Context: an optimization exercise on an open-source flow, tuned for small area and a short achievable clock period. The choices shown serve that exercise and are no tape-out recipe. In this exercise RTL edits were held to simulation tests only and were not proved equivalent to the original. Power is estimated from default activity; no workload was simulated.

## flow/design.v (module list and top-level ports; edited modules follow where they fit)
// module eight_pt_fft: 2087 lines
module eight_pt_fft(a0,a1,a2,a3,a4,a5,a6,a7,clk,rst,
                    y0,yr1,yi1,yr2,yi2,yr3,yi3,y4,yr5,yi5,yr6,yi6,yr7,yi7);
  // ...
==> flow/flow/run.sh <==
#!/bin/bash
# Standard layout, except that synthesis maps adders to plain gates instead of
# the platform's full/half-adder cells (ADDER_MAP_FILE left empty). Registers,
# their names and cell types are the same as the standard synthesis.
set -euo pipefail
bash standard.sh ADDER_MAP_FILE= finish > run_make.log 2>&1
==> flow/standard.sh <==
#!/bin/bash
# synth_recipe.tcl (not shown) runs the flow's synth.tcl, then flattens the netlist and writes it again
# the make line also repeats each setting of config.mk as NAME=value (left out here)
make -C /OpenROAD-flow-scripts/flow DESIGN_CONFIG=/design/flow/config.mk WORK_HOME=/design/flow/orfs CLKGATE_MAP_FILE= SYNTH_SCRIPT=/design/flow/synth_recipe.tcl "${@:-finish}"
==> flow/config.mk <==
export PLATFORM = sky130hd
export DESIGN_NAME = eight_pt_fft
export DESIGN_NICKNAME = eight_pt_fft
export VERILOG_FILES = /design/flow/design.v
export SDC_FILE = /design/flow/constraint.sdc
export NUM_CORES = 4
export LEC_CHECK = 0
export ABC_AREA = 1
export CAP_MARGIN = 20
export CORE_MARGIN = 2
export CORE_UTILIZATION = 40
export SETUP_SLACK_MARGIN = 2.0
export SLEW_MARGIN = 20
==> flow/constraint.sdc <==
create_clock -name core_clock -period 4.0 [get_ports {clk}]
set_input_delay 0.8000 -clock core_clock [delete_from_list [all_inputs] [get_ports {clk}]]
set_output_delay 0.8000 -clock core_clock [all_outputs]
set_load 0.01 [all_outputs]
==> impl_metrics.tcl, run 1 <==
set metrics [dict create \
    outcome "no timing/DRC/antenna violations" \
    synth-seq-area-share 0.546 \
    m1WireLength_um 36000 \
    power_leakage_nw 22.0 \
    grt_util_met1 0.219 \
    dpl-instance-area_um2 39300 \
    power_density_nw_per_um2 825 \
    nNetsFinal 4758 \
    global_route_wire_length_before_repair_um 117000 \
    power.group.top "registers" \
    min_to "c0[12]$_DFF_P_" \
    clk-power_mw 9.77 \
    cpMaxStageDelayCell "dfxtp_2" \
    synth.yosys.warnings 1 \
    regToRegEndpoint "s6[14]$_DFF_P_" \
    worstSetupPathType "flop to output pin" \
    maxSlewHeadroom 0.695 \
    start_util 0.403 \
    finalWorstSetupSlack_ps 2060 \
    dp_slack_ps 1340 \
    hold_viol_final 0 \
    hold_start "t0[12]$_DFF_P_" \
    path_delay_family "flip-flops" \
    crit_path_start "or2[6]$_DFF_P_" \
    nonClockBufferCount 363 \
    timing.critical_path.depth 1 \
    largest_cell_class "registers" \
    fmax_mhz 516 \
    async_flop_share 0 \
    n_antenna_cell 0 \
    design.core.area_um2 86500 \
    finalInstanceArea_um2 42100 \
    routed-via-count 25000 \
    netlist_instances 4248 \
    grt_setup_unrepaired "no" \
    synth_top_cell_area_share 0.546 \
    ctsHtreeMaxLevel 3 \
    power_switching_share 0.351 \
    chipWidth_um 299 \
    clkSlewWorstSetupHoldPaths_ps 70 \
    layout.clock.cell_area_share 0.0843 \
    worst_path_largest_cell_delay_ps 360 \
    most_instantiated_flip_flop_cell_in_the_synthesis_netlist "dfxtp_1" \
    dr.first_iter.drc_count 1019 \
]
==> run 2, diff against run 1 <==
==> flow/flow/run.sh (replaced) <==
#!/bin/bash
# Standard layout, except: synthesis maps adders to plain gates instead of the
# platform's full/half-adder cells (ADDER_MAP_FILE left empty).
# Registers, their names and cell types are the same as the standard synthesis.
set -euo pipefail
bash standard.sh ADDER_MAP_FILE=  finish > run_make.log 2>&1
--- a/flow/config.mk
+++ b/flow/config.mk
@@ -10,3 +10,4 @@
 export CORE_MARGIN = 2
-export CORE_UTILIZATION = 40
+export CORE_UTILIZATION = 65
+export PLACE_DENSITY = 0.75
 export SETUP_SLACK_MARGIN = 2.0
==> impl_metrics.tcl, run 2 <==
set metrics [dict create \
    outcome "no timing/DRC/antenna violations" \
    power_density_nw_per_um2 810 \
    path_delay_family "flip-flops" \
    critical_path.endpoint "yr3[10]" \
    worst_path_largest_cell_delay_ps 310 \
    worstSetupPathType "flop to output pin" \
    detailed_place_hpwl_um 51100 \
    max_cap_viol_count 0 \
    timing.setup.tns_ps 0 \
    async_flop_share 0 \
    synth-edff-count 0 \
    power_switching_share 0.359 \
    critical_path.max_fanout 2 \
    clock_sink_count 950 \
    dp_slack_ps 1440 \
    post_route_cells_drive_above_1_share 0.129 \
    cts_inserted_buffers 88 \
    fmax_mhz 499 \
    yosysMostFrequentCell "nand2_1" \
    most_instantiated_flip_flop_cell_in_the_synthesis_netlist "dfxtp_1" \
    route.detailed.drc 0 \
    synth-seq-area-share 0.546 \
    maxSlewHeadroom 0.622 \
    timing.final.crit_share 0.501 \
    synth.yosys.warnings 1 \
    unique_masters_post_synth 40 \
    setup.reg_to_reg.worst_slack_ps 2110 \
    die-height_um 235 \
    routed-via-count 25500 \
    die_area_um2 55400 \
    netlist_instances 4248 \
    grt_pass1_vias 23700 \
    design.core.area_um2 52800 \
    drt_first_pass_iters 7 \
    net_switching_power_mw 11.9 \
    chipWidth_um 235 \
    worstHoldPathCells 0 \
    timing.reg2reg.worst_path_depth 13 \
    crit_path_start "or1[10]$_DFF_P_" \
    worst_skew_late_latency_ps 630 \
    setup_viol_count_final 0 \
    global_route_wire_length_before_repair_um 112000 \
    timing.critical_path.cells "dlygate4sd2_1" \
    final_common_cell "nand2_1" \
    combinationalPowerShare 0.327 \
    boundaryPins 354 \
    power.share.sequential 0.426 \
    yosys-top-cells-area "dfxtp_1 (55%), nand2_1 (13%), xor2_1 (9.0%)" \
    power_report.internal_total_mw 21.2 \
    hold_path_class "flop to flop" \
    reg2reg_from "x0[0]$_DFF_P_" \
    gr-total-overflow 0 \
    dr.first_iter.drc_count 1292 \
    synth.cells.most_frequent "nand2_1 (1227), dfxtp_1 (950), inv_1 (601)" \
    mostFrequentLayoutCells "nand2_1 (1218), dfxtp_1 (902), inv_1 (597)" \
    buffer_ports.inserted 353 \
    routability_cong 0.878 \
    worst_ir_drop_vdd_mv 0.436 \
    tritoncts_clock_tree "yes" \
    nNetsFinal 4745 \
    detail_route.vias_per_cell 4.74 \
    grt_setup_unrepaired "yes" \
    syn_area_um2 34800 \
    hold_start "b1[5]$_DFF_P_" \
    wl_um 69300 \
    grt.total_usage 0.248 \
    synth_fp_nets 4378 \
    start_util 0.660 \
    routedWlPerCell_um 12.9 \
    timing.critical_path.depth 1 \
    clk_path_buf_depth 3 \
    clkSlewWorstSetupHoldPaths_ps 60 \
    worstSetupEndpointType "output pin" \
    worst_slew_pin_slew_ps 566 \
    pwr-share-clk 0.248 \
    critical_path_required_ps 3200 \
    synth.ff_latch_count 950 \
    root_buffer "clkbuf_16" \
    power_leakage_nw 21.6 \
    std_cell_rows 84 \
    n_antenna_cell 0 \
    finalWorstPathRequiredPeriod_ps 2010 \
    cpMaxStageDelayCell "dfxtp_1" \
    finalWorstSetupSlack_ps 1990 \
    ant_nets 0 \
    report.final.slew_viol_count 0 \
    regToRegEndpoint "s0[15]$_DFF_P_" \
    path_buf_inv 1 \
    cts_hold_repair_buffers 0 \
    top_cell_type_by_total_area_after_synthesis "dfxtp_1" \
    final.setup_skew_ps 19.7 \
    maximum_number_of_pins_on_one_net_before_global_route_repair 80 \
    antenna_found_initial 2 \
    worst_ep_arrival_time_ps 1210 \
    ctsHtreeMaxLevel 3 \
    critPathLaunchType "flop" \
    flow.area_growth_from_synthesis_pct 17.2 \
    hold_viol_final 0 \
    syn_avg_cell_area_um2 8.20 \
    synth_top_cell_area_share 0.546 \
]
==> run 2: cell counts after synthesis <==
Identical to the previous run, type by type.
==> run 2: worst min-delay path by stage <==
stage / slack (ps) / endpoint
floorplan: 310 / b1[10]$_DFF_P_
global placement: 310 / f6[5]$_DFF_P_
detailed placement: 310 / b3[11]$_DFF_P_
CTS: 320 / c1[5]$_DFF_P_
global route: 320 / d1[4]$_DFF_P_
finish: 310 / c1[5]$_DFF_P_
==> run 2: power by group through the flow <==
stage	clock network (mW)	logic, mW	registers, mW
after CTS	8.33	10.7	14.1
after global routing	8.73	12.4	14.4
after detailed placement	0	10.6	14.3
final	8.19	10.8	14.1
after global placement	0	10.4	14.2
after floorplan	0	8.76	13.5
==> run 2: cells by family after synthesis <==
family	synth area share
and+or+nand+nor	0.225
DFF	0.546
buffers and inverters	0.0814
xor gates and xnor gates	0.0993
AOI/OAI and AO/OA	0.0485
==> run 2: timing repair <==
action	in CTS	in global routing
setup buffers	0	5
endpoints found under the setup margin	224	121
pin swaps	0	3
gates resized for setup	786	122
hold endpoints to repair	0	0
==> run 2: per-stage QoR <==
stage / power (mW) / hold WS [ps] / std cells / utilization / cell area, um2
3_3_place_gp: 24.5 / 310 / 5208 / 0.734 / 38700
5_1_grt: 35.5 / 323 / 5371 / 0.774 / 40800
3_5_place_dp: 24.8 / 312 / 5208 / 0.734 / 38700
2_1_floorplan: 22.3 / 310 / 4248 / - / 34800
6_report: 33.1 / 313 / 5371 / 0.774 / 40800
4_1_cts: 33.2 / 320 / 5366 / 0.778 / 41000
==> run 2: cell type report <==
class / count / area, um2
Inverter: 611 / 2300
Sequential cell: 950 / 19100
Fill cell: 3842 / 11900
Clock inverter: 34 / 339
Tap cell: 688 / 861
Timing Repair Buffer: 360 / 2640
Multi-Input combinational cell: 2604 / 13100
Clock buffer: 124 / 2540
==> run 2: routing by layer <==
layer,vias to the layer above,global-route usage,part of all wire
met3,116,0.0375,0.047
met4,0,0.0753,0.022
li1,13500,-,-
met5,-,0,0
met1,11300,0.310,0.44
met2,508,0.441,0.49
==> run 3, diff against run 2 <==
==> flow/flow/run.sh (replaced) <==
#!/bin/bash
# Standard layout, except: synthesis maps adders to plain gates instead of the
# platform's full/half-adder cells (ADDER_MAP_FILE left empty); ports buffered with buf_2.
# Registers, their names and cell types are the same as the standard synthesis.
set -euo pipefail
bash standard.sh ADDER_MAP_FILE= 'BUFFER_PORTS_ARGS=-buffer_cell sky130_fd_sc_hd__buf_2' finish > run_make.log 2>&1
--- a/flow/config.mk
+++ b/flow/config.mk
@@ -11,4 +11,6 @@
 export CORE_UTILIZATION = 65
+export CTS_CLUSTER_DIAMETER = 50
+export CTS_CLUSTER_SIZE = 24
 export PLACE_DENSITY = 0.75
-export SETUP_SLACK_MARGIN = 2.0
+export SETUP_SLACK_MARGIN = 2.3
 export SLEW_MARGIN = 20
==> impl_metrics.tcl, run 3 <==
set metrics [dict create \
    outcome "no timing/DRC/antenna violations" \
    synth_top_cell_area_share 0.546 \
    critical_path.max_fanout 2 \
    cts_inserted_buffers 69 \
    path_buf_inv 1 \
    buffer_ports.inserted 353 \
    yosysMostFrequentCell "nand2_1" \
    met2_wirelength_um 42400 \
    routability_cong 0.894 \
    syn_area_um2 34800 \
    route.detailed.drc 0 \
    die-height_um 235 \
    routed-via-count 27900 \
    grt_pass1_vias 23700 \
    combinationalPowerShare 0.391 \
    unique_masters_post_synth 40 \
    grt_setup_unrepaired "yes" \
    power_density_nw_per_um2 783 \
    clk_path_buf_depth 3 \
    pwr-share-clk 0.206 \
    chipWidth_um 235 \
    global_route_wire_length_before_repair_um 110000 \
    antenna_found_initial 6 \
    ctsHtreeMaxLevel 3 \
    synth-edff-count 0 \
    root_buffer "clkbuf_16" \
    timing.critical_path.cells "buf_6" \
    synth.ff_latch_count 950 \
    worst_skew_late_latency_ps 620 \
    routedWlPerCell_um 15.1 \
    std_cell_rows 84 \
    critical_path_required_ps 3200 \
    synth.cells.most_frequent "nand2_1 (1227), dfxtp_1 (950), inv_1 (601)" \
    design.core.area_um2 52800 \
    timing.final.crit_share 0.481 \
    drt_first_pass_iters 6 \
    setup_viol_count_final 0 \
    wl_met3_um 4310 \
    power_switching_share 0.386 \
    worst_slew_pin_slew_ps 575 \
    gr-total-overflow 0 \
    worstSetupEndpointType "output pin" \
    synth-seq-area-share 0.546 \
    die_area_um2 55400 \
    worst_ep_arrival_time_ps 1120 \
    power.share.sequential 0.403 \
    clock_sink_count 950 \
    maxSlewHeadroom 0.614 \
    highest_layer_used_for_signal_routing "met4" \
    fin_hold_ws_ps 276 \
    clkSlewWorstSetupHoldPaths_ps 90 \
    start_util 0.660 \
    critPathLaunchType "flop" \
    yosys-top-cells-area "dfxtp_1 (55%), nand2_1 (13%), xor2_1 (9.0%)" \
    power_leakage_nw 23.2 \
    synth.yosys.warnings 1 \
    path_delay_family "flip-flops" \
    worst_path_largest_cell_delay_ps 390 \
    final_common_cell "nand2_1" \
    hold_path_class "input pin to flop" \
    grt.total_usage 0.244 \
    fmax_mhz 520 \
    tritoncts_clock_tree "yes" \
    power_report.internal_total_mw 21.9 \
    wl_um 83800 \
    detail_route.vias_per_cell 5.01 \
    syn_avg_cell_area_um2 8.20 \
    ant_nets 0 \
    max_cap_viol_count 0 \
    mostFrequentLayoutCells "nand2_1 (885), dfxtp_1 (641), inv_1 (513)" \
    worstSetupPathType "flop to output pin" \
    hold_viol_final 0 \
    most_instantiated_flip_flop_cell_in_the_synthesis_netlist "dfxtp_1" \
    m1WireLength_um 34100 \
    top_cell_type_by_total_area_after_synthesis "dfxtp_1" \
    final_util 0.862 \
    boundaryPins 354 \
    synth_fp_nets 4378 \
    net_switching_power_mw 13.8 \
    worst_ir_drop_vdd_mv 0.472 \
    nNetsFinal 4953 \
    post_route_cells_drive_above_1_share 0.374 \
    flow.area_growth_from_synthesis_pct 30.6 \
    async_flop_share 0 \
    timing.setup.tns_ps 0 \
    finalWorstPathRequiredPeriod_ps 1920 \
    detailed_place_hpwl_um 49300 \
    maximum_number_of_pins_on_one_net_before_global_route_repair 75 \
    cpMaxStageDelayCell "dfxtp_4" \
    report.final.slew_viol_count 0 \
    final.setup_skew_ps 19.5 \
    dr.first_iter.drc_count 1631 \
    netlist_instances 4248 \
    n_antenna_cell 0 \
]
run 3: cell counts after synthesis:
No cell type changed its count.
run 3: kinds of logic after synthesis:
logic type	synth area share
compound gates	0.0485
buf+inv	0.0814
flops	0.546
simple gates	0.225
xor+xnor	0.0993
run 3: path summary, 6_finish.rpt:
kind                  startpoint         endpoint  slack [ps]  cells after the start
setup / recovery  or2[0]$_DFF_P_           yr2[0]        2080                      1
hold / removal             a2[7]    x2[7]$_DFF_P_         280                      1
setup reg to reg  d1[12]$_DFF_P_  fr5[15]$_DFF_P_        2160                     11
hold reg to reg   t4[11]$_DFF_P_   c4[11]$_DFF_P_         320                      0
run 3: what timing repair did:
item,4_1_cts,5_1_grt
hold buffers,0,0
setup endpoints to repair,384,454
pin swaps,32,279
gates resized for setup,442,970
cloned,0,1
setup buffers,31,200
run 3: power groups by stage:
stage,clock [mW],combinational (mW),sequential [mW]
6_report,7.35,13.9,14.3
5_1_grt,7.84,15.5,14.6
2_1_floorplan,0,8.76,13.5
3_5_place_dp,0,10.4,14.2
4_1_cts,7.43,10.8,14.1
3_3_place_gp,0,10.2,14.1
run 3: per-layer routing:
layer  vias to the layer above  global-route usage
li1                      13900                   -
met1                     12900               0.310
met2                       847               0.424
met3                       219              0.0400
met4                         0              0.0780
met5                         -                   0
run 3: area by class of cell:
type,count,area [um2]
Fill cell,2797,7290
Tap cell,688,861
Multi-Input combinational cell,2604,15600
Inverter,611,2360
Sequential cell,950,19500
Clock buffer,76,1850
Clock inverter,44,583
Timing Repair Buffer,587,4690
run 3: per-stage QoR:
stage | instances | setup WS, ps | area [um2] | power, mW
2_1_floorplan | 4248 | 2340 | 34800 | 22.3
6_report | 5560 | 2080 | 45500 | 35.6
3_5_place_dp | 5208 | 1490 | 36900 | 24.7
5_1_grt | 5560 | 2040 | 45500 | 37.9
3_3_place_gp | 5208 | 1530 | 36900 | 24.4
4_1_cts | 5359 | 2040 | 41100 | 32.3
==> run 4, diff against run 3 <==
--- a/flow/config.mk
+++ b/flow/config.mk
@@ -14,3 +14,3 @@
 export PLACE_DENSITY = 0.75
-export SETUP_SLACK_MARGIN = 2.3
+export SETUP_SLACK_MARGIN = 2.0
 export SLEW_MARGIN = 20
==> impl_metrics.tcl, run 4 <==
set metrics [dict create \
    outcome "no timing/DRC/antenna violations" \
    final_util 0.748 \
    critical_path.endpoint "yi3[0]" \
    worstSetupPathType "flop to output pin" \
    worst_ir_drop_vdd_mv 0.422 \
    gr-total-overflow 0 \
    clock_sink_count 950 \
    netlist_instances 4248 \
    buffer_ports.inserted 353 \
    mostFrequentLayoutCells "nand2_1 (1221), dfxtp_1 (937), inv_1 (599)" \
    worst_skew_late_latency_ps 610 \
    async_flop_share 0 \
    fmax_mhz 520 \
    synth.yosys.warnings 1 \
    synth-edff-count 0 \
    power_density_nw_per_um2 810 \
    synth_top_cell_area_share 0.546 \
    timing.reg2reg.worst_path_depth 5 \
    report.final.slew_viol_count 0 \
    yosysMostFrequentCell "nand2_1" \
    synth.cells.most_frequent "nand2_1 (1227), dfxtp_1 (950), inv_1 (601)" \
    timing.critical_path.cells "buf_2" \
    post_route_cells_drive_above_1_share 0.146 \
    tritoncts_clock_tree "yes" \
    chipWidth_um 235 \
    routed-via-count 24800 \
    final_common_cell "nand2_1" \
    n_antenna_cell 0 \
    unique_masters_post_synth 40 \
    power_switching_share 0.370 \
    std_cell_rows 84 \
    power_leakage_nw 21.4 \
    design.core.area_um2 52800 \
    detail_route.vias_per_cell 4.65 \
    cts_inserted_buffers 68 \
    flow.area_growth_from_synthesis_pct 13.4 \
    nNetsFinal 4720 \
    syn_avg_cell_area_um2 8.20 \
    path_delay_family "flip-flops" \
    route.detailed.drc 0 \
    clkSlewWorstSetupHoldPaths_ps 90 \
    final.setup_skew_ps 26.8 \
    boundaryPins 354 \
    synth.ff_latch_count 950 \
    net_switching_power_mw 11.8 \
    wl_um 65100 \
    timing.final.crit_share 0.481 \
    worst_path_largest_cell_delay_ps 370 \
    grt_setup_unrepaired "yes" \
    regToRegEndpoint "or1[11]$_DFF_P_" \
    setup.reg_to_reg.worst_slack_ps 2130 \
    reg2reg_from "cnt[0]$_SDFFE_PP0P_" \
    start_util 0.660 \
    antenna_found_initial 6 \
    die_area_um2 55400 \
    grt_pass1_vias 22700 \
    yosys-top-cells-area "dfxtp_1 (55%), nand2_1 (13%), xor2_1 (9.0%)" \
    cpMaxStageDelayCell "dfxtp_2" \
    maxSlewHeadroom 0.643 \
    ant_nets 0 \
    maximum_number_of_pins_on_one_net_before_global_route_repair 69 \
    routedWlPerCell_um 12.2 \
    cts_hold_repair_buffers 0 \
    timing.setup.tns_ps 0 \
    worstSetupEndpointType "output pin" \
    hold_path_class "input pin to flop" \
    pwr-share-clk 0.229 \
    worstHoldPathCells 1 \
    syn_area_um2 34800 \
    worst_ep_arrival_time_ps 1120 \
    drt_first_pass_iters 5 \
    finalWorstPathRequiredPeriod_ps 1920 \
    top_cell_type_by_total_area_after_synthesis "dfxtp_1" \
    clk_path_buf_depth 3 \
    combinationalPowerShare 0.333 \
    die-height_um 235 \
    path_buf_inv 1 \
    synth_fp_nets 4378 \
    power_report.internal_total_mw 20.1 \
    root_buffer "clkbuf_16" \
    critical_path_required_ps 3200 \
    routability_cong 0.896 \
    detailed_place_hpwl_um 49800 \
    max_cap_viol_count 0 \
    dr.first_iter.drc_count 1250 \
    global_route_wire_length_before_repair_um 106000 \
    critPathLaunchType "flop" \
    hold_viol_final 0 \
    timing.critical_path.depth 1 \
    power.share.sequential 0.438 \
    worst_slew_pin_slew_ps 534 \
    most_instantiated_flip_flop_cell_in_the_synthesis_netlist "dfxtp_1" \
    setup_viol_count_final 0 \
    ctsHtreeMaxLevel 3 \
    post_cts_buffers 0 \
    critical_path.max_fanout 4 \
    grt.total_usage 0.233 \
    synth-seq-area-share 0.546 \
    crit_path_start "oi3[0]$_DFF_P_" \
]
==> run 4: cell count changes in the layout (fill, tap and decap cells not counted), sizes merged <==
cell    delta
bufinv     -1
clkbuf     +3
buf      -231
inv        +5
clkinv     -6
==> run 4: worst reg2reg max path, stage by stage (launching register included) <==
cell     delay [ps]
dfxtp_1         470
nor3_4           70
buf_4           260
inv_6           450
buf_12          340
nor2_1          160
==> run 4: how the worst min path moves through the flow <==
stage | startpoint | endpoint | slack (ps)
final | a2[11] | x2[11]$_DFF_P_ | 280
after global routing | a4[13] | x4[13]$_DFF_P_ | 240
after CTS | a4[13] | x4[13]$_DFF_P_ | 240
after detailed placement | s1[13]$_DFF_P_ | b1[13]$_DFF_P_ | 310
after global placement | t2[15]$_DFF_P_ | c2[15]$_DFF_P_ | 310
after floorplan | s1[10]$_DFF_P_ | b1[10]$_DFF_P_ | 310
==> run 4: power groups by stage <==
stage               combinational, mW  clock (mW)  sequential (mW)
floorplan                        8.76           0             13.5
global placement                 10.3           0             14.2
detailed placement               10.5           0             14.2
CTS                              10.6        7.47             14.0
global route                     12.2        7.86             14.3
finish                           10.6        7.31             14.0
==> run 4: cell families after synthesis <==
| logic type | count (synthesis) | synth area share |
|---|---|---|
| simple gates | 1906 | 0.225 |
| compound gates | 303 | 0.0485 |
| buf+inv | 694 | 0.0814 |
| flops | 950 | 0.546 |
| xor+xnor | 395 | 0.0993 |
==> run 4: final cells by class <==
cell class / instances / area [um2]
Timing Repair Buffer: 355 / 1790
Clock buffer: 80 / 1890
Sequential cell: 950 / 19000
Tap cell: 688 / 861
Inverter: 611 / 2300
Clock inverter: 42 / 543
Multi-Input combinational cell: 2604 / 13000
Fill cell: 4076 / 13300
==> run 4: repair_timing <==
item                       4_1_cts  5_1_grt
setup endpoints to repair        8       93
resized for setup                2       36
pin swaps                        0        6
==> run 4: routing by layer <==
metal	track usage	vias to the layer above	part of all wire
li1	-	13400	-
met2	0.410	441	0.48
met5	0	-	0
met1	0.303	10900	0.46
met3	0.0341	84	0.041
met4	0.0552	0	0.018
==> run 4: metrics by stage <==
stage	worst slack [ps]	hold WS [ps]	power, mW	area [um2]	cells
after floorplan	2200	310	22.3	34800	4248
after global placement	1560	310	24.5	36900	5208
after detailed placement	1540	312	24.7	36900	5208
after CTS	2010	242	32.1	39400	5330
after global routing	1920	243	34.4	39500	5330
final	2080	276	32.0	39500	5330
==> run 5, diff against run 4 <==
--- a/flow/config.mk
+++ b/flow/config.mk
@@ -10,6 +10,6 @@
 export CORE_MARGIN = 2
-export CORE_UTILIZATION = 65
+export CORE_UTILIZATION = 75
 export CTS_CLUSTER_DIAMETER = 50
 export CTS_CLUSTER_SIZE = 24
-export PLACE_DENSITY = 0.75
+export PLACE_DENSITY = 0.85
 export SETUP_SLACK_MARGIN = 2.0
==> impl_metrics.tcl, run 5 <==
set metrics [dict create \
    critical_path.max_fanout 3 \
    power_leakage_nw 21.3 \
    clk_path_buf_depth 3 \
    routability_cong 0.903 \
    buffer_ports.inserted 353 \
    post_route_cells_drive_above_1_share 0.150 \
    top_cell_type_by_total_area_after_synthesis "dfxtp_1" \
    dr.first_iter.drc_count 1524 \
    antenna_found_initial 9 \
    power_switching_share 0.381 \
    synth-seq-area-share 0.546 \
    setup_viol_count_final 0 \
    maxSlewHeadroom 0.625 \
    dp_slack_ps 1340 \
    finalWorstSetupSlack_ps 2000 \
    yosysMostFrequentCell "nand2_1" \
    worst_ir_drop_vdd_mv 0.544 \
    pwr-share-clk 0.212 \
    detailed_place_hpwl_um 50800 \
    outcome "no timing/DRC/antenna violations" \
    max_cap_viol_count 0 \
    grt_pass1_vias 24600 \
    timing.setup.tns_ps 0 \
    dpl-instance-area_um2 36800 \
    routed-via-count 26000 \
    flow.area_growth_from_synthesis_pct 12.5 \
    worst_skew_late_latency_ps 650 \
    detail_route.vias_per_cell 4.97 \
    net_switching_power_mw 12.2 \
    regToRegEndpoint "t2[15]$_DFF_P_" \
    critical_path_required_ps 4580 \
    hold_start "a6[0]" \
    placed_cells 5121 \
    min_to "x6[0]$_DFF_P_" \
    worst_ep_arrival_time_ps 2590 \
    synth_top_cell_area_share 0.546 \
    largest_family_of_logic_cells_by_synthesized_area "simple AND/OR/NAND/NOR gates" \
    timing.critical_path.cells "inv_1 -> nand2_1 -> nand2_1 -> o21ai_0 -> a21oi_2 -> nand2_2 -> nand2_1 -> nand2_2 -> nand2_1 -> nand2_1 -> nand2_2 -> nand2_1 -> nand2_1 -> nand2_1" \
    ctsHtreeMaxLevel 2 \
    power_density_nw_per_um2 815 \
    maximum_number_of_pins_on_one_net_before_global_route_repair 72 \
    synth-edff-count 0 \
    routedWlPerCell_um 13.6 \
    route.detailed.drc 0 \
    synth.yosys.warnings 1 \
    grt.total_usage 0.288 \
    root_buffer "clkbuf_16" \
    final_common_cell "nand2_1" \
    worstSetupEndpointType "flop" \
    synth-simple-area-share 0.225 \
    power.share.sequential 0.442 \
    tritoncts_clock_tree "yes" \
    syn_avg_cell_area_um2 8.20 \
    synth.cells.most_frequent "nand2_1 (1227), dfxtp_1 (950), inv_1 (601)" \
    unique_masters_post_synth 40 \
    most_instantiated_flip_flop_cell_in_the_synthesis_netlist "dfxtp_1" \
    finish.cell_count_without_fillers 5232 \
    ant_nets 0 \
    std_cell_rows 78 \
    cts_inserted_buffers 58 \
    hold_viol_final 0 \
    global_route_wire_length_before_repair_um 112000 \
    clkSlewWorstSetupHoldPaths_ps 90 \
    hold_path_class "input pin to flop" \
    synth.ff_latch_count 950 \
    reg2reg_from "s0[7]$_DFF_P_" \
    worst_path_most_repeated_cell "nand2_1" \
    setup.reg_to_reg.worst_slack_ps 2000 \
    async_flop_share 0 \
    worst_slew_pin_slew_ps 560 \
    nNetsFinal 4713 \
    boundaryPins 354 \
    clock_sink_count 950 \
    design.core.area_um2 45600 \
    die-height_um 219 \
    finalInstanceArea_um2 39200 \
    mostFrequentLayoutCells "nand2_1 (1212), dfxtp_1 (924), inv_1 (596)" \
    fin_hold_ws_ps 249 \
    post_synth_xor_area_fraction 0.0993 \
    critPathLaunchType "flop" \
    timing.final.crit_share 0.501 \
    start_util 0.764 \
    die_area_um2 48200 \
    num-fill-cells 2633 \
    report.final.slew_viol_count 0 \
    timing.reg2reg.worst_path_depth 14 \
    drt_first_pass_iters 6 \
    wl_um 71000 \
    finalWorstPathRequiredPeriod_ps 2000 \
    worstSetupPathType "flop to flop" \
    power_report.internal_total_mw 19.8 \
    gr-total-overflow 0 \
    synth_compound_gate_area_share 0.0485 \
    yosys-top-cells-area "dfxtp_1 (55%), nand2_1 (13%), xor2_1 (9.0%)" \
    chipWidth_um 219 \
    cpMaxStageDelayCell "dfxtp_1" \
    combinationalPowerShare 0.346 \
    synthAdderAreaFrac 0 \
    grt_setup_unrepaired "yes" \
    mux_share_of_post_synthesis_cell_area 0 \
    worst_path_largest_cell_delay_ps 430 \
    synth_fp_nets 4378 \
    worstHoldPathCells 1 \
    syn_area_um2 34800 \
    final.setup_skew_ps 23.8 \
    netlist_instances 4248 \
    cts_hold_repair_buffers 0 \
    fmax_mhz 499 \
]
run 5: cell counts after synthesis:
Identical to the previous run, type by type.
run 5: area by class of cell:
| type | count | area (um2) | area share |
|---|---|---|---|
| multi-input combinational | 2604 | 13100 | 0.334 |
| tap | 600 | 751 | 0.0192 |
| clock inverter | 40 | 573 | 0.0146 |
| clock buffer | 65 | 1560 | 0.0399 |
| antenna | 4 | 10.0 | 0.000256 |
| timing repair buffer | 358 | 1840 | 0.0469 |
| sequential | 950 | 19100 | 0.487 |
| inverter | 611 | 2300 | 0.0588 |
run 5: worst max-delay path by stage:
stage / from / cells past startpoint / to / slack (ps)
after detailed placement: rst / 6 / oi5[7]$_DFF_P_ / 1340
after global routing: d1[5]$_DFF_P_ / 14 / fr5[15]$_DFF_P_ / 1900
after CTS: or1[0]$_DFF_P_ / 1 / yr3[0] / 1980
final: s0[7]$_DFF_P_ / 14 / t2[15]$_DFF_P_ / 2000
after global placement: rst / 6 / oi2[10]$_DFF_P_ / 1400
after floorplan: rst / 5 / oi3[0]$_DFF_P_ / 2200
run 5: metrics by stage:
step | power [mW] | utilization
floorplan | 22.3 | -
global placement | 24.3 | 0.808
detailed placement | 24.8 | 0.808
CTS | 31.8 | 0.856
global route | 34.1 | 0.859
finish | 31.9 | 0.859
run 5: kinds of logic after synthesis:
logic type / count (synthesis)
buffers and inverters: 694
AOI/OAI and AO/OA: 303
xor gates and xnor gates: 395
DFF: 950
and+or+nand+nor: 1906
run 5: repair_timing:
| item | 4_1_cts | 5_1_grt |
|---|---|---|
| resized for setup | 11 | 65 |
| pin swaps | 0 | 7 |
| setup buffers | 0 | 2 |
| cloned | 0 | 0 |
| endpoints found under the setup margin | 79 | 75 |
run 5: power groups by stage:
stage,clock network (mW),registers [mW],logic [mW]
final,6.76,14.1,11.1
after global routing,7.21,14.4,12.6
after CTS,6.84,14.1,10.8
after detailed placement,0,14.2,10.6
after global placement,0,14.1,10.2
after floorplan,0,13.5,8.76
run 5: critical path: cells and delay by family (launching register included):
kind	cells	cell delay, ps
and+or+nand+nor	11	1000
AOI/OAI and AO/OA	2	420
DFF	1	430
buffers and inverters	1	90
run 5: routing by layer:
metal / track usage / routed length, um / vias up
li1: - / - / 13400
met1: 0.338 / 29200 / 11800
met2: 0.529 / 35700 / 664
met3: 0.0443 / 3470 / 164
met4: 0.109 / 2460 / 6
met5: 0 / 34 / -
==> run 6, diff against run 5 <==
==> flow/flow/run.sh (replaced) <==
#!/bin/bash
# Standard layout, except:
# - synthesis maps adders to plain gates instead of the platform's full/half-adder
#   cells (ADDER_MAP_FILE left empty);
# - ABC's area script gets a delay target (map -D 1700) so that it recovers area on
#   paths with slack;
# - ports are buffered with buf_2.
# Registers, their names and cell types are the same as the standard synthesis.
set -euo pipefail
rm -rf scripts_mod
cp -r "$FLOW_HOME/scripts" scripts_mod
printf 'strash\ndch\nmap -D 1700 -B 0.9\ntopo\nstime -c\nbuffer -c\nupsize -c\ndnsize -c\n' > scripts_mod/abc_area.script
bash standard.sh ADDER_MAP_FILE= SCRIPTS_DIR=$PWD/scripts_mod 'BUFFER_PORTS_ARGS=-buffer_cell sky130_fd_sc_hd__buf_2' finish > run_make.log 2>&1
--- a/flow/config.mk
+++ b/flow/config.mk
@@ -10,6 +10,6 @@
 export CORE_MARGIN = 2
-export CORE_UTILIZATION = 75
+export CORE_UTILIZATION = 65
 export CTS_CLUSTER_DIAMETER = 50
 export CTS_CLUSTER_SIZE = 24
-export PLACE_DENSITY = 0.85
+export PLACE_DENSITY = 0.75
 export SETUP_SLACK_MARGIN = 2.0
==> impl_metrics.tcl, run 6 <==
set metrics [dict create \
    outcome "no timing/DRC/antenna violations" \
    synth.ff_latch_count 950 \
    async_flop_share 0 \
    synth-edff-count 0 \
    power_density_nw_per_um2 810 \
    placed_cells 5208 \
    synth_compound_gate_area_share 0.0485 \
    finalWorstPathRequiredPeriod_ps 1920 \
    routed-via-count 24800 \
    power_leakage_nw 21.4 \
    top_cell_type_by_total_area_after_synthesis "dfxtp_1" \
    final_common_cell "nand2_1" \
    n_antenna_cell 0 \
    mux_share_of_post_synthesis_cell_area 0 \
    syn_avg_cell_area_um2 8.20 \
    top_usage_layer "met2" \
    global_route_wire_length_before_repair_um 106000 \
    use_met2 0.410 \
    clkSlewWorstSetupHoldPaths_ps 90 \
    synth_fp_nets 4378 \
    grt_pass1_vias 22700 \
    post_cts_buffers 0 \
    fmax_mhz 520 \
    chipWidth_um 235 \
    antenna_found_initial 6 \
    flow.area_growth_from_synthesis_pct 13.4 \
    max_cap_viol_count 0 \
    unique_masters_post_synth 40 \
    final_util 0.748 \
    worst_skew_late_latency_ps 610 \
    root_buffer "clkbuf_16" \
    synth-simple-area-share 0.225 \
    cts_inserted_buffers 68 \
    post_synth_xor_area_fraction 0.0993 \
    synth_top_cell_area_share 0.546 \
    synth.cells.most_frequent "nand2_1 (1227), dfxtp_1 (950), inv_1 (601)" \
    synthAdderAreaFrac 0 \
    ctsHtreeMaxLevel 3 \
    worstHoldPathCells 1 \
    hold_viol_final 0 \
    timing.critical_path.cells "buf_2" \
    grt.total_usage 0.233 \
    post_route_cells_drive_above_1_share 0.146 \
    min_to "x2[11]$_DFF_P_" \
    syn_area_um2 34800 \
    yosys-top-cells-area "dfxtp_1 (55%), nand2_1 (13%), xor2_1 (9.0%)" \
    worst_slew_pin_slew_ps 534 \
    dp_slack_ps 1540 \
    path_buf_inv 1 \
    critical_path_required_ps 3200 \
    detailed_place_hpwl_um 49800 \
    maximum_number_of_pins_on_one_net_before_global_route_repair 69 \
    nNetsFinal 4720 \
    start_util 0.660 \
    regToRegEndpoint "or1[11]$_DFF_P_" \
    die_area_um2 55400 \
    dr.first_iter.drc_count 1250 \
    maxSlewHeadroom 0.643 \
    grt_setup_unrepaired "yes" \
    mostFrequentLayoutCells "nand2_1 (1221), dfxtp_1 (937), inv_1 (599)" \
    cpMaxStageDelayCell "dfxtp_2" \
    tritoncts_clock_tree "yes" \
    route.detailed.drc 0 \
    worstSetupEndpointType "output pin" \
    routedWlPerCell_um 12.2 \
    path_delay_family "flip-flops" \
    grt_util_met1 0.303 \
    design.core.area_um2 52800 \
    buffer_ports.inserted 353 \
    clock_sink_count 950 \
    yosysMostFrequentCell "nand2_1" \
    worst_ep_arrival_time_ps 1120 \
    hold_path_class "input pin to flop" \
    routability_cong 0.896 \
    ant_nets 0 \
    reg2reg_from "cnt[0]$_SDFFE_PP0P_" \
    setup_viol_count_final 0 \
    finish.cell_count_without_fillers 5330 \
    final.setup_skew_ps 26.8 \
    critical_path.max_fanout 4 \
    hold_start "a2[11]" \
    worstSetupPathType "flop to output pin" \
    synth-seq-area-share 0.546 \
    netlist_instances 4248 \
    gr-total-overflow 0 \
    most_instantiated_flip_flop_cell_in_the_synthesis_netlist "dfxtp_1" \
    boundaryPins 354 \
    timing.setup.tns_ps 0 \
    timing.final.crit_share 0.481 \
    drt_first_pass_iters 5 \
    wl_um 65100 \
    critPathLaunchType "flop" \
    die-height_um 235 \
    std_cell_rows 84 \
    worst_path_largest_cell_delay_ps 370 \
    clk_path_buf_depth 3 \
    gr-usage-met3 0.0341 \
    finalWorstSetupSlack_ps 2080 \
    synth.yosys.warnings 1 \
    largest_family_of_logic_cells_by_synthesized_area "simple AND/OR/NAND/NOR gates" \
    worst_ir_drop_vdd_mv 0.422 \
    timing.reg2reg.worst_path_depth 5 \
    report.final.slew_viol_count 0 \
    detail_route.vias_per_cell 4.65 \
    setup.reg_to_reg.worst_slack_ps 2130 \
    cts_hold_repair_buffers 0 \
]
[run 6: cell counts after synthesis]
No cell type changed its count.
[run 6: how the worst max path moves through the flow]
stage / end / cells after the start / slack (ps) / from
2_1_floorplan: oi3[0]$_DFF_P_ / 5 / 2200 / rst
3_3_place_gp: or1[11]$_DFF_P_ / 6 / 1560 / rst
3_5_place_dp: or1[11]$_DFF_P_ / 6 / 1540 / rst
4_1_cts: or1[11]$_DFF_P_ / 5 / 2010 / cnt[0]$_SDFFE_PP0P_
5_1_grt: s0[15]$_DFF_P_ / 15 / 1920 / x0[3]$_DFF_P_
6_report: yi3[0] / 1 / 2080 / oi3[0]$_DFF_P_
[run 6: cell type report]
class | instances | area [um2]
well taps | 688 | 861
fillers | 4076 | 13300
clock buffers | 80 | 1890
flip-flops and latches | 950 | 19000
repair buffers | 355 | 1790
multi-input cells | 2604 | 13000
inverters | 611 | 2300
clock inverters | 42 | 543
[run 6: where the power goes]
part           leakage, nW  switching [mW]  internal [mW]
sequential            7.95            1.58           12.4
combinational         12.3            6.77           3.87
clock                 1.18            3.48           3.84
[run 6: per-stage QoR]
stage | power, mW | cell area [um2] | hold slack (ps)
2_1_floorplan | 22.3 | 34800 | 310
3_3_place_gp | 24.5 | 36900 | 310
3_5_place_dp | 24.7 | 36900 | 312
4_1_cts | 32.1 | 39400 | 242
5_1_grt | 34.4 | 39500 | 243
6_report | 32.0 | 39500 | 276
[run 6: metal layers]
layer,wire [um],share of wire,up-vias
met5,0,0,-
met4,1200,0.018,0
met3,2650,0.041,84
met2,31200,0.48,441
met1,30100,0.46,10900
li1,-,-,13400
[run 6: kinds of logic after synthesis]
logic type	after synthesis
and+or+nand+nor	1906
AOI/OAI and AO/OA	303
DFF	950
xor gates and xnor gates	395
buffers and inverters	694
[run 6: what timing repair did]
item / CTS / global route
endpoints found under the setup margin: 8 / 93
resized for setup: 2 / 36
hold endpoints to repair: 0 / 0
pin swaps: 0 / 6
==> run 7, diff against run 6 <==
==> flow/flow/run.sh (replaced) <==
#!/bin/bash
# Standard layout, except:
# - synthesis maps adders to plain gates instead of the platform's full/half-adder
#   cells (ADDER_MAP_FILE left empty);
# - ABC's area script gets a delay target (map -D 1400) so that it recovers area on
#   paths with slack;
# - ports are buffered with buf_2.
# Registers, their names and cell types are the same as the standard synthesis.
set -euo pipefail
rm -rf scripts_mod
cp -r "$FLOW_HOME/scripts" scripts_mod
printf 'strash\ndch\nmap -D 1400 -B 0.9\ntopo\nstime -c\nbuffer -c\nupsize -c\ndnsize -c\n' > scripts_mod/abc_area.script
bash standard.sh ADDER_MAP_FILE= SCRIPTS_DIR=$PWD/scripts_mod 'BUFFER_PORTS_ARGS=-buffer_cell sky130_fd_sc_hd__buf_2' finish > run_make.log 2>&1
==> impl_metrics.tcl, run 7 <==
set metrics [dict create \
    outcome "no timing/DRC/antenna violations" \
    tritoncts_clock_tree "yes" \
    synth_fp_nets 4378 \
    root_buffer "clkbuf_16" \
    cts_inserted_buffers 68 \
    power_leakage_nw 21.4 \
    synth.cells.most_frequent "nand2_1 (1227), dfxtp_1 (950), inv_1 (601)" \
    pwr-share-clk 0.229 \
    post_route_cells_drive_above_1_share 0.146 \
    maxSlewHeadroom 0.643 \
    power.share.sequential 0.438 \
    grt_pass1_vias 22700 \
    worst_slew_pin_slew_ps 534 \
    std_cell_rows 84 \
    synth-seq-area-share 0.546 \
    finalWorstPathRequiredPeriod_ps 1920 \
    dp_slack_ps 1540 \
    regToRegEndpoint "or1[11]$_DFF_P_" \
    power_density_nw_per_um2 810 \
    combinationalPowerShare 0.333 \
    pwr_total_mw 32.0 \
    post_cts_buffers 0 \
    final_common_cell "nand2_1" \
    synth_top_cell_area_share 0.546 \
    num-fill-cells 4076 \
    flow.area_growth_from_synthesis_pct 13.4 \
    critPathLaunchType "flop" \
    maximum_number_of_pins_on_one_net_before_global_route_repair 69 \
    sequential_cell_area_um2 19000 \
    unique_masters_post_synth 40 \
    net_switching_power_mw 11.8 \
    syn_area_um2 34800 \
    routability_cong 0.896 \
    detail_route.vias_per_cell 4.65 \
    worst_path_largest_cell_delay_ps 370 \
    worstHoldPathCells 1 \
    n_antenna_cell 0 \
    placed_cells 5208 \
    drt_first_pass_iters 5 \
    final.setup_skew_ps 26.8 \
    path_buf_inv 1 \
    top_cell_type_by_total_area_after_synthesis "dfxtp_1" \
    finish.cell_count_without_fillers 5330 \
    power_report.internal_total_mw 20.1 \
    routedWlPerCell_um 12.2 \
    finalWorstSetupSlack_ps 2080 \
    async_flop_share 0 \
    ctsHtreeMaxLevel 3 \
    grt.total_usage 0.233 \
    fmax_mhz 520 \
    grt_setup_unrepaired "yes" \
    worstSetupPathType "flop to output pin" \
    synth.yosys.warnings 1 \
    gr-total-overflow 0 \
    yosysMostFrequentCell "nand2_1" \
    netlist_instances 4248 \
    nNetsFinal 4720 \
    reg2reg_from "cnt[0]$_SDFFE_PP0P_" \
    path_delay_family "flip-flops" \
    dr.first_iter.drc_count 1250 \
    report.final.slew_viol_count 0 \
    setup_viol_count_final 0 \
    clk_path_buf_depth 3 \
    timing.setup.tns_ps 0 \
    cpMaxStageDelayCell "dfxtp_2" \
    yosys-top-cells-area "dfxtp_1 (55%), nand2_1 (13%), xor2_1 (9.0%)" \
    cts_hold_repair_buffers 0 \
    die_area_um2 55400 \
    syn_avg_cell_area_um2 8.20 \
    ant_nets 0 \
    synth-edff-count 0 \
    design.core.area_um2 52800 \
    footprint_of_the_multi_input_gates_um2 13000 \
    max_cap_viol_count 0 \
    dpl-instance-area_um2 36900 \
    global_route_wire_length_before_repair_um 106000 \
    mostFrequentLayoutCells "nand2_1 (1221), dfxtp_1 (937), inv_1 (599)" \
    clock_sink_count 950 \
    hold_start "a2[11]" \
    timing.reg2reg.worst_path_depth 5 \
    worst_ep_arrival_time_ps 1120 \
    routed-via-count 24800 \
    finalInstanceArea_um2 39500 \
    most_instantiated_flip_flop_cell_in_the_synthesis_netlist "dfxtp_1" \
    worst_skew_late_latency_ps 610 \
    power_switching_share 0.370 \
    critical_path_required_ps 3200 \
    timing.critical_path.cells "buf_2" \
    worstSetupEndpointType "output pin" \
    boundaryPins 354 \
    buffer_ports.inserted 353 \
    worst_ir_drop_vdd_mv 0.422 \
    hold_viol_final 0 \
    timing.final.crit_share 0.481 \
    clkSlewWorstSetupHoldPaths_ps 90 \
    chipWidth_um 235 \
    die-height_um 235 \
    hold_path_class "input pin to flop" \
    detailed_place_hpwl_um 49800 \
    min_to "x2[11]$_DFF_P_" \
    critical_path.max_fanout 4 \
    synth.ff_latch_count 950 \
    setup.reg_to_reg.worst_slack_ps 2130 \
    antenna_found_initial 6 \
    start_util 0.660 \
    wl_um 65100 \
    route.detailed.drc 0 \
]
[run 7: cell counts after synthesis]
Identical to the previous run, type by type.
[run 7: metal layers]
layer / vias to the layer above / part of all wire / global-route usage
met5: - / 0 / 0
met4: 0 / 0.018 / 0.0552
li1: 13400 / - / -
met2: 441 / 0.48 / 0.410
met1: 10900 / 0.46 / 0.303
met3: 84 / 0.041 / 0.0341
[run 7: worst max-delay path by stage]
stage,start,endpoint,cells past startpoint
global placement,rst,or1[11]$_DFF_P_,6
finish,oi3[0]$_DFF_P_,yi3[0],1
floorplan,rst,oi3[0]$_DFF_P_,5
CTS,cnt[0]$_SDFFE_PP0P_,or1[11]$_DFF_P_,5
detailed placement,rst,or1[11]$_DFF_P_,6
global route,x0[3]$_DFF_P_,s0[15]$_DFF_P_,15
[run 7: timing repair]
item | CTS | global route
pin swaps | 0 | 6
resized for setup | 2 | 36
setup endpoints to repair | 8 | 93
hold endpoints to repair | 0 | 0
[run 7: logic make-up (layout without fill, tap and decap cells)]
logic type      Yosys count  count (layout)  synth area share
simple gates           1906            1906             0.225
flops                   950             950             0.546
buf+inv                 694            1088            0.0814
xor+xnor                395             395            0.0993
compound gates          303             303            0.0485
[run 7: power groups by stage]
stage / sequential [mW] / combinational [mW] / clock [mW]
after floorplan: 13.5 / 8.76 / 0
after global placement: 14.2 / 10.3 / 0
after detailed placement: 14.2 / 10.5 / 0
after CTS: 14.0 / 10.6 / 7.47
after global routing: 14.3 / 12.2 / 7.86
final: 14.0 / 10.6 / 7.31
[run 7: through the flow]
step / util / hold WS, ps
floorplan: - / 310
global placement: 0.700 / 310
detailed placement: 0.700 / 312
CTS: 0.746 / 242
global route: 0.748 / 243
finish: 0.748 / 276
[run 7: final cells by class]
class	count	share of cell area
multi-input combinational	2604	0.331
timing repair buffer	355	0.0455
sequential	950	0.482
inverter	611	0.0582
clock inverter	42	0.0138
tap	688	0.0218
clock buffer	80	0.0480
==> run 8, diff against run 7 <==
==> flow/flow/run.sh (replaced) <==
#!/bin/bash
# Standard layout, except: synthesis maps adders to plain gates instead of the
# platform's full/half-adder cells (ADDER_MAP_FILE left empty); ports buffered with buf_2; clock tree without dummy loads.
# Registers, their names and cell types are the same as the standard synthesis.
set -euo pipefail
bash standard.sh ADDER_MAP_FILE= 'BUFFER_PORTS_ARGS=-buffer_cell sky130_fd_sc_hd__buf_2' 'CTS_ARGS=-sink_clustering_enable -repair_clock_nets -sink_clustering_size 24 -sink_clustering_max_diameter 50 -dont_use_dummy_load' finish > run_make.log 2>&1
--- a/flow/config.mk
+++ b/flow/config.mk
@@ -11,4 +11,2 @@
 export CORE_UTILIZATION = 65
-export CTS_CLUSTER_DIAMETER = 50
-export CTS_CLUSTER_SIZE = 24
 export PLACE_DENSITY = 0.75
==> impl_metrics.tcl, run 8 <==
set metrics [dict create \
    outcome "no timing/DRC/antenna violations" \
    buffer_ports.inserted 353 \
    power_density_nw_per_um2 788 \
    final_common_cell "nand2_1" \
    cts_inserted_buffers 68 \
    synth-edff-count 0 \
    sequential_cell_area_um2 19000 \
    critical_path.max_fanout 4 \
    synth_compound_gate_area_share 0.0485 \
    worst_ep_arrival_time_ps 1130 \
    start_util 0.660 \
    wl_met3_um 2540 \
    m1WireLength_um 29800 \
    hold_path_class "flop to flop" \
    path_buf_inv 1 \
    maximum_number_of_pins_on_one_net_before_global_route_repair 69 \
    num-fill-cells 4214 \
    std_cell_rows 84 \
    yosys-top-cells-area "dfxtp_1 (55%), nand2_1 (13%), xor2_1 (9.0%)" \
    met2_wirelength_um 30700 \
    worstSetupEndpointType "output pin" \
    highest_layer_used_for_signal_routing "met4" \
    synth.ff_latch_count 950 \
    route.detailed.drc 0 \
    yosysMostFrequentCell "nand2_1" \
    synth-simple-area-share 0.225 \
    cts_hold_repair_buffers 0 \
    timing.reg2reg.worst_path_depth 10 \
    post_route_cells_drive_above_1_share 0.139 \
    synth.cells.most_frequent "nand2_1 (1227), dfxtp_1 (950), inv_1 (601)" \
    n_antenna_cell 0 \
    hold_start "t6[4]$_DFF_P_" \
    reg2reg_from "u[11]$_DFF_P_" \
    design.core.area_um2 52800 \
    grt.total_usage 0.231 \
    clk_path_buf_depth 3 \
    die-height_um 235 \
    netlist_instances 4248 \
    worstHoldPathCells 0 \
    max_cap_viol_count 0 \
    critPathLaunchType "flop" \
    top_cell_type_by_total_area_after_synthesis "dfxtp_1" \
    grt_pass1_vias 22500 \
    ctsHtreeMaxLevel 3 \
    boundaryPins 354 \
    pwr_total_mw 30.5 \
    hold_viol_final 0 \
    global_route_wire_length_before_repair_um 105000 \
    gr-total-overflow 0 \
    synth_fp_nets 4378 \
    final.setup_skew_ps 54.1 \
    detailed_place_hpwl_um 49800 \
    syn_area_um2 34800 \
    worstSetupPathType "flop to output pin" \
    flow.area_growth_from_synthesis_pct 11.3 \
    chipWidth_um 235 \
    routability_cong 0.896 \
    fmax_mhz 517 \
    tritoncts_clock_tree "yes" \
    regToRegEndpoint "pc[8]$_DFF_P_" \
    cpMaxStageDelayCell "dfxtp_1" \
    nNetsFinal 4722 \
    grt_setup_unrepaired "yes" \
    critical_path_required_ps 3200 \
    synth_top_cell_area_share 0.546 \
    worst_ir_drop_vdd_mv 0.401 \
    post_synth_xor_area_fraction 0.0993 \
    dr.first_iter.drc_count 1212 \
    synth.yosys.warnings 1 \
    drt_first_pass_iters 5 \
    worst_path_largest_cell_delay_ps 390 \
    syn_avg_cell_area_um2 8.20 \
    report.final.slew_viol_count 0 \
    most_instantiated_flip_flop_cell_in_the_synthesis_netlist "dfxtp_1" \
    maxSlewHeadroom 0.644 \
    antenna_found_initial 6 \
    detail_route.vias_per_cell 4.67 \
    timing.setup.tns_ps 0 \
    mux_share_of_post_synthesis_cell_area 0 \
    mostFrequentLayoutCells "nand2_1 (1219), dfxtp_1 (935), inv_1 (597)" \
    setup_viol_count_final 0 \
    final_util 0.735 \
    worst_slew_pin_slew_ps 532 \
    power_leakage_nw 21.1 \
    timing.critical_path.cells "buf_2" \
    root_buffer "clkbuf_16" \
    footprint_of_the_multi_input_gates_um2 13100 \
    synth-seq-area-share 0.546 \
    clkSlewWorstSetupHoldPaths_ps 80 \
    path_delay_family "flip-flops" \
    clock_sink_count 950 \
    ant_nets 0 \
    worst_skew_late_latency_ps 610 \
    routed-via-count 24600 \
    routedWlPerCell_um 12.2 \
    finalWorstPathRequiredPeriod_ps 1930 \
    die_area_um2 55400 \
    unique_masters_post_synth 40 \
    min_to "c6[4]$_DFF_P_" \
    setup.reg_to_reg.worst_slack_ps 2130 \
    synthAdderAreaFrac 0 \
    timing.final.crit_share 0.483 \
    fin_hold_ws_ps 281 \
    largest_family_of_logic_cells_by_synthesized_area "simple AND/OR/NAND/NOR gates" \
    async_flop_share 0 \
    wl_um 64400 \
]
==> run 8: cell families after synthesis <==
logic type             after synthesis
AO/OA/AOI/OAI                      303
XOR/XNOR                           395
buffers and inverters              694
flip-flops                         950
AND/OR/NAND/NOR                   1906
==> run 8: area by class of cell <==
class                   instances  area share
flip-flops and latches        950       0.491
multi-input cells            2604       0.337
inverters                     611      0.0593
repair buffers                357      0.0467
clock buffers                  68      0.0439
well taps                     688      0.0222
==> run 8: worst max-delay path by stage <==
stage                              start              end  cells after the start
after floorplan                      rst   oi3[0]$_DFF_P_                      5
after global placement               rst  or1[11]$_DFF_P_                      6
after detailed placement             rst  or1[11]$_DFF_P_                      6
after CTS                 or1[0]$_DFF_P_           yr7[0]                      1
after global routing       x0[3]$_DFF_P_   s0[15]$_DFF_P_                     15
final                     or1[0]$_DFF_P_           yr7[0]                      1
==> run 8: repair_timing <==
item,4_1_cts,5_1_grt
gates resized for setup,1,45
pin swaps,0,5
setup endpoints to repair,4,92
setup buffers,0,2
==> run 8: report_power, final <==
| group | switching, mW | internal (mW) |
|---|---|---|
| sequential | 1.57 | 12.4 |
| clock | 2.89 | 3.00 |
| combinational | 6.73 | 3.89 |
==> run 8: layer usage <==
metal  vias up  track usage
met5         -            0
met4         0       0.0581
met3        99       0.0345
met2       398        0.403
met1     10800        0.300
li1      13400            -
==> run 8: through the flow <==
stage	instances	area, um2	worst slack (ps)
detailed placement	5208	36900	1540
floorplan	4248	34800	2200
CTS	5276	38600	2010
global route	5278	38800	1930
global placement	5208	36900	1560
finish	5278	38800	2070
==> run 9, diff against run 8 <==
--- a/flow/config.mk
+++ b/flow/config.mk
@@ -12,3 +12,3 @@
 export PLACE_DENSITY = 0.75
-export SETUP_SLACK_MARGIN = 2.0
+export SETUP_SLACK_MARGIN = 2.12
 export SLEW_MARGIN = 20
==> impl_metrics.tcl, run 9 <==
set metrics [dict create \
    outcome "no timing/DRC/antenna violations" \
    setup_viol_count_final 0 \
    post_route_cells_drive_above_1_share 0.199 \
    syn_avg_cell_area_um2 8.20 \
    pwr-share-clk 0.190 \
    detailed_place_hpwl_um 49800 \
    worstSetupPathType "flop to output pin" \
    routedWlPerCell_um 12.8 \
    dr.first_iter.drc_count 1187 \
    wl_met3_um 2610 \
    power_density_nw_per_um2 770 \
    critPathLaunchType "flop" \
    drt_first_pass_iters 5 \
    dpl-instance-area_um2 36900 \
    critical_path.max_fanout 4 \
    detail_route.vias_per_cell 4.74 \
    clk_path_buf_depth 3 \
    grt.total_usage 0.236 \
    chipWidth_um 235 \
    power_report.internal_total_mw 19.6 \
    cts_inserted_buffers 68 \
    num-fill-cells 3945 \
    synth_top_cell_area_share 0.546 \
    boundaryPins 354 \
    final_common_cell "nand2_1" \
    m1WireLength_um 30500 \
    die-height_um 235 \
    buffer_ports.inserted 353 \
    nNetsFinal 4762 \
    worst_path_largest_cell_delay_ps 400 \
    worst_ep_arrival_time_ps 1120 \
    tritoncts_clock_tree "yes" \
    synth.cells.most_frequent "nand2_1 (1227), dfxtp_1 (950), inv_1 (601)" \
    flow.area_growth_from_synthesis_pct 16.0 \
    start_util 0.660 \
    worst_slew_pin_slew_ps 530 \
    wl_um 68000 \
    fmax_mhz 522 \
    ant_nets 0 \
    combinationalPowerShare 0.356 \
    syn_area_um2 34800 \
    grt_setup_unrepaired "yes" \
    std_cell_rows 84 \
    hold_path_class "input pin to flop" \
    ctsHtreeMaxLevel 3 \
    timing.critical_path.cells "buf_6" \
    finalWorstPathRequiredPeriod_ps 1920 \
    highest_layer_used_for_signal_routing "met4" \
    met2_wirelength_um 33300 \
    synth.ff_latch_count 950 \
    timing.final.crit_share 0.479 \
    path_delay_family "flip-flops" \
    critical_path_required_ps 3200 \
    grt_pass1_vias 22900 \
    pwr_total_mw 31.1 \
    worst_ir_drop_vdd_mv 0.404 \
    timing.setup.tns_ps 0 \
    synth-seq-area-share 0.546 \
    synth-edff-count 0 \
    worst_skew_late_latency_ps 610 \
    synth.yosys.warnings 1 \
    worstSetupEndpointType "output pin" \
    report.final.slew_viol_count 0 \
    route.detailed.drc 0 \
    yosysMostFrequentCell "nand2_1" \
    power.share.sequential 0.454 \
    finalInstanceArea_um2 40400 \
    most_instantiated_flip_flop_cell_in_the_synthesis_netlist "dfxtp_1" \
    hold_start "a2[11]" \
    maximum_number_of_pins_on_one_net_before_global_route_repair 69 \
    power_switching_share 0.370 \
    cpMaxStageDelayCell "dfxtp_4" \
    path_buf_inv 1 \
    global_route_wire_length_before_repair_um 107000 \
    die_area_um2 55400 \
    mostFrequentLayoutCells "nand2_1 (1170), dfxtp_1 (794), inv_1 (582)" \
    maxSlewHeadroom 0.646 \
    final.setup_skew_ps 54.9 \
    net_switching_power_mw 11.5 \
    footprint_of_the_multi_input_gates_um2 13400 \
    async_flop_share 0 \
    routability_cong 0.896 \
    antenna_found_initial 6 \
    n_antenna_cell 0 \
    gr-total-overflow 0 \
    yosys-top-cells-area "dfxtp_1 (55%), nand2_1 (13%), xor2_1 (9.0%)" \
    final_util 0.765 \
    crit_path_start "oi3[0]$_DFF_P_" \
    synth_fp_nets 4378 \
    root_buffer "clkbuf_16" \
    sequential_cell_area_um2 19200 \
    clock_sink_count 950 \
    unique_masters_post_synth 40 \
    power_leakage_nw 21.4 \
    clkSlewWorstSetupHoldPaths_ps 90 \
    design.core.area_um2 52800 \
    hold_viol_final 0 \
    routed-via-count 25200 \
    reg2reg_from "fi3[1]$_DFF_P_" \
    max_cap_viol_count 0 \
    netlist_instances 4248 \
    top_cell_type_by_total_area_after_synthesis "dfxtp_1" \
]
run 9: cell counts after synthesis:
Identical to the previous run, type by type.
run 9: what timing repair did:
action                                  in CTS  in global routing
endpoints found under the setup margin     191                303
pin swaps                                    0                 34
hold buffers                                 0                  0
resized for setup                          153                307
setup buffers                                0                 42
run 9: cell families after synthesis:
family | synth area share
AND/OR/NAND/NOR | 0.225
flip-flops | 0.546
buffers and inverters | 0.0814
XOR/XNOR | 0.0993
AO/OA/AOI/OAI | 0.0485
run 9: power by group through the flow:
stage                     logic [mW]  registers (mW)  clock network, mW
after floorplan                 8.76            13.5                  0
after global placement          10.3            14.2                  0
after detailed placement        10.5            14.2                  0
after CTS                       10.6            14.0               6.04
after global routing            12.7            14.4               6.42
final                           11.1            14.1               5.91
run 9: path summary, 6_finish.rpt:
| kind | end | cells past startpoint | slack, ps |
|---|---|---|---|
| worst max-delay path | yi5[0] | 1 | 2080 |
| worst min-delay path | x2[11]$_DFF_P_ | 1 | 280 |
| worst max register to register | oi5[12]$_DFF_P_ | 12 | 2160 |
| worst min register to register | c6[4]$_DFF_P_ | 0 | 280 |
run 9: through the flow:
step,std cells,setup slack [ps],hold WS (ps)
2_1_floorplan,4248,2200,310
3_3_place_gp,5208,1560,310
3_5_place_dp,5208,1540,312
4_1_cts,5276,2050,248
5_1_grt,5318,2010,247
6_report,5318,2080,278
run 9: cell type report:
class | count | share of cell area
Multi-Input combinational cell | 2604 | 0.332
Clock buffer | 68 | 0.0421
Timing Repair Buffer | 397 | 0.0708
Tap cell | 688 | 0.0213
Inverter | 611 | 0.0570
Sequential cell | 950 | 0.476
run 9: layer usage:
layer  GRT usage  up-vias
met5           0        -
met4      0.0608        0
met3      0.0344      112
met2       0.418      436
met1       0.302    11200
li1            -    13500
==> run 10, diff against run 9 <==
==> flow/flow/run.sh (replaced) <==
#!/bin/bash
# Standard layout, except: synthesis maps adders to plain gates instead of the
# platform's full/half-adder cells (ADDER_MAP_FILE left empty); ports buffered with buf_2; clock tree without dummy loads.
# Registers, their names and cell types are the same as the standard synthesis.
set -euo pipefail
bash standard.sh ADDER_MAP_FILE= 'BUFFER_PORTS_ARGS=-buffer_cell sky130_fd_sc_hd__buf_2' 'CTS_ARGS=-sink_clustering_enable -repair_clock_nets -sink_clustering_size 16 -sink_clustering_max_diameter 40 -dont_use_dummy_load' finish > run_make.log 2>&1
--- a/flow/config.mk
+++ b/flow/config.mk
@@ -12,3 +12,3 @@
 export PLACE_DENSITY = 0.75
-export SETUP_SLACK_MARGIN = 2.12
+export SETUP_SLACK_MARGIN = 2.0
 export SLEW_MARGIN = 20
==> impl_metrics.tcl, run 10 <==
set metrics [dict create \
    most_instantiated_flip_flop_cell_in_the_synthesis_netlist "dfxtp_1" \
    setup_viol_count_final 0 \
    n_antenna_cell 0 \
    grt_pass1_vias 23400 \
    grt.total_usage 0.236 \
    final_common_cell "nand2_1" \
    synth.yosys.warnings 1 \
    pwr-share-clk 0.239 \
    buffer_ports.inserted 353 \
    power_switching_share 0.357 \
    synth_top_cell_area_share 0.546 \
    unique_masters_post_synth 40 \
    synth_fp_nets 4378 \
    worst_ir_drop_vdd_mv 0.460 \
    dr.first_iter.drc_count 1143 \
    syn_avg_cell_area_um2 8.20 \
    crit_path_start "or5[1]$_DFF_P_" \
    die-height_um 235 \
    yosys-top-cells-area "dfxtp_1 (55%), nand2_1 (13%), xor2_1 (9.0%)" \
    routedWlPerCell_um 12.4 \
    worstSetupEndpointType "output pin" \
    grt_setup_unrepaired "yes" \
    tritoncts_clock_tree "yes" \
    detail_route.vias_per_cell 4.69 \
    wl_um 66000 \
    gr-total-overflow 0 \
    worst_path_largest_cell_delay_ps 360 \
    mostFrequentLayoutCells "nand2_1 (1220), dfxtp_1 (936), inv_1 (600)" \
    power_report.internal_total_mw 20.9 \
    top_cell_type_by_total_area_after_synthesis "dfxtp_1" \
    setup.reg_to_reg.worst_slack_ps 2130 \
    synth-edff-count 0 \
    regToRegEndpoint "pc[8]$_DFF_P_" \
    clock_sink_count 950 \
    fmax_mhz 515 \
    routed-via-count 24900 \
    antenna_found_initial 5 \
    design.core.area_um2 52800 \
    final.setup_skew_ps 52.7 \
    die_area_um2 55400 \
    worst_ep_arrival_time_ps 1140 \
    synth.ff_latch_count 950 \
    path_buf_inv 1 \
    clk_path_buf_depth 3 \
    detailed_place_hpwl_um 49800 \
    critical_path.endpoint "yr7[1]" \
    netlist_instances 4248 \
    timing.setup.tns_ps 0 \
    worst_slew_pin_slew_ps 519 \
    ctsHtreeMaxLevel 3 \
    worstSetupPathType "flop to output pin" \
    report.final.slew_viol_count 0 \
    drt_first_pass_iters 5 \
    boundaryPins 354 \
    max_cap_viol_count 0 \
    nNetsFinal 4757 \
    post_route_cells_drive_above_1_share 0.144 \
    routability_cong 0.896 \
    timing.reg2reg.worst_path_depth 10 \
    net_switching_power_mw 11.6 \
    path_delay_family "flip-flops" \
    power.share.sequential 0.433 \
    critical_path_required_ps 3200 \
    global_route_wire_length_before_repair_um 107000 \
    maximum_number_of_pins_on_one_net_before_global_route_repair 69 \
    start_util 0.660 \
    combinationalPowerShare 0.328 \
    synth-seq-area-share 0.546 \
    timing.critical_path.depth 1 \
    chipWidth_um 235 \
    critical_path.max_fanout 2 \
    reg2reg_from "u[11]$_DFF_P_" \
    std_cell_rows 84 \
    yosysMostFrequentCell "nand2_1" \
    async_flop_share 0 \
    timing.critical_path.cells "buf_2" \
    root_buffer "clkbuf_16" \
    num-fill-cells 4060 \
    finalWorstPathRequiredPeriod_ps 1940 \
    synth.cells.most_frequent "nand2_1 (1227), dfxtp_1 (950), inv_1 (601)" \
    syn_area_um2 34800 \
    hold_viol_final 0 \
    clkSlewWorstSetupHoldPaths_ps 60 \
    maxSlewHeadroom 0.654 \
    outcome "no timing/DRC/antenna violations" \
    ant_nets 0 \
    power_density_nw_per_um2 818 \
    cpMaxStageDelayCell "dfxtp_1" \
    power_leakage_nw 21.5 \
    cts_inserted_buffers 105 \
    hold_start "a0[14]" \
    pwr_total_mw 32.5 \
    route.detailed.drc 0 \
    timing.final.crit_share 0.485 \
    cts_hold_repair_buffers 0 \
    worst_skew_late_latency_ps 660 \
    critPathLaunchType "flop" \
    hold_path_class "input pin to flop" \
    post_cts_buffers 0 \
    flow.area_growth_from_synthesis_pct 13.9 \
]
[run 10: cell count changes in the layout (fill, tap and decap cells not counted), sizes merged]
| cell | delta |
|---|---|
| buf | -42 |
| clkbuf | +37 |
[run 10: per-layer routing]
metal / up-vias / track usage / part of all wire
met2: 447 / 0.417 / 0.48
met4: 0 / 0.0701 / 0.024
met3: 122 / 0.0374 / 0.037
met1: 10900 / 0.298 / 0.46
li1: 13400 / - / -
met5: - / 0 / 0
[run 10: cells by family after synthesis]
family,Yosys count,synth area share
buf+inv,694,0.0814
simple gates,1906,0.225
flops,950,0.546
compound gates,303,0.0485
xor+xnor,395,0.0993
[run 10: power groups by stage]
stage	Sequential [mW]	Combinational (mW)	Clock [mW]
floorplan	13.5	8.76	0
global placement	14.2	10.3	0
detailed placement	14.2	10.5	0
CTS	14.1	10.6	7.91
global route	14.4	12.2	8.31
finish	14.1	10.7	7.76
[run 10: area by class of cell]
class / count / area [um2] / share of cell area
clock buffers: 105 / 2630 / 0.0662
repair buffers: 355 / 1790 / 0.0452
flip-flops and latches: 950 / 19000 / 0.480
multi-input cells: 2604 / 13100 / 0.329
well taps: 688 / 861 / 0.0217
inverters: 611 / 2300 / 0.0579
[run 10: per-stage QoR]
stage               hold WS, ps   util  setup slack, ps  std cells  cell area [um2]
floorplan                   310      -             2200       4248            34800
global placement            310  0.700             1560       5208            36900
detailed placement          312  0.700             1540       5208            36900
CTS                         209  0.750             2000       5313            39600
global route                217  0.752             1960       5313            39700
finish                      246  0.752             2060       5313            39700
[run 10: worst min-delay path by stage]
| stage | endpoint | slack, ps | cells past startpoint |
|---|---|---|---|
| after floorplan | b1[10]$_DFF_P_ | 310 | 0 |
| after global placement | c2[15]$_DFF_P_ | 310 | 0 |
| after detailed placement | b1[13]$_DFF_P_ | 310 | 0 |
| after CTS | x0[14]$_DFF_P_ | 210 | 1 |
| after global routing | x6[14]$_DFF_P_ | 220 | 1 |
| final | x0[14]$_DFF_P_ | 250 | 1 |
[run 10: what timing repair did]
item | in CTS | in global routing
gates resized for setup | 2 | 37
pin swaps | 0 | 3
endpoints found under the setup margin | 5 | 28
[run 10: worst reg2reg max path, cell delays in order (launching register included)]
cell,delay [ps]
dfxtp_1,560
inv_1,170
nand2_1,120
nand2_1,60
xor2_1,180
nand3_1,170
nand2_1,90
nand2_1,60
nand4_1,100
nand2_1,80
xor2_1,140

==> re-timing with driven ports <==
Ports are ideal in the flow. The routed layouts listed here were re-timed in OpenROAD.
Step 1, drivers: a clkbuf_16 drives clk and a buf_2 each remaining input, both assumed.
Step 2, shift: input delay + t, output delay - t, t = (earliest + latest rising clock arrival at the registers) / 2. This alone moves slack from input paths to output paths.
Slacks: ideal ports / drivers / drivers and shift; pairs: ideal ports / drivers.
run	t, ns	slack for setup (ns)
run 1	0.705	2.061 / 1.994 / 1.473
run 2	0.682	1.994 / 1.933 / 1.537
run 3	0.670	2.078 / 2.013 / 2.016
run 4	0.660	2.076 / 2.018 / 1.645
run 5	0.695	1.996 / 1.959 / 1.732
run 6	0.660	2.076 / 2.018 / 1.645
run 7	0.660	2.076 / 2.018 / 1.645
run 8	0.646	2.067 / 2.006 / 1.666
run 9	0.649	2.085 / 2.024 / 1.793
run 10	0.689	2.060 / 1.999 / 1.651
After both steps every run listed still meets setup and hold.
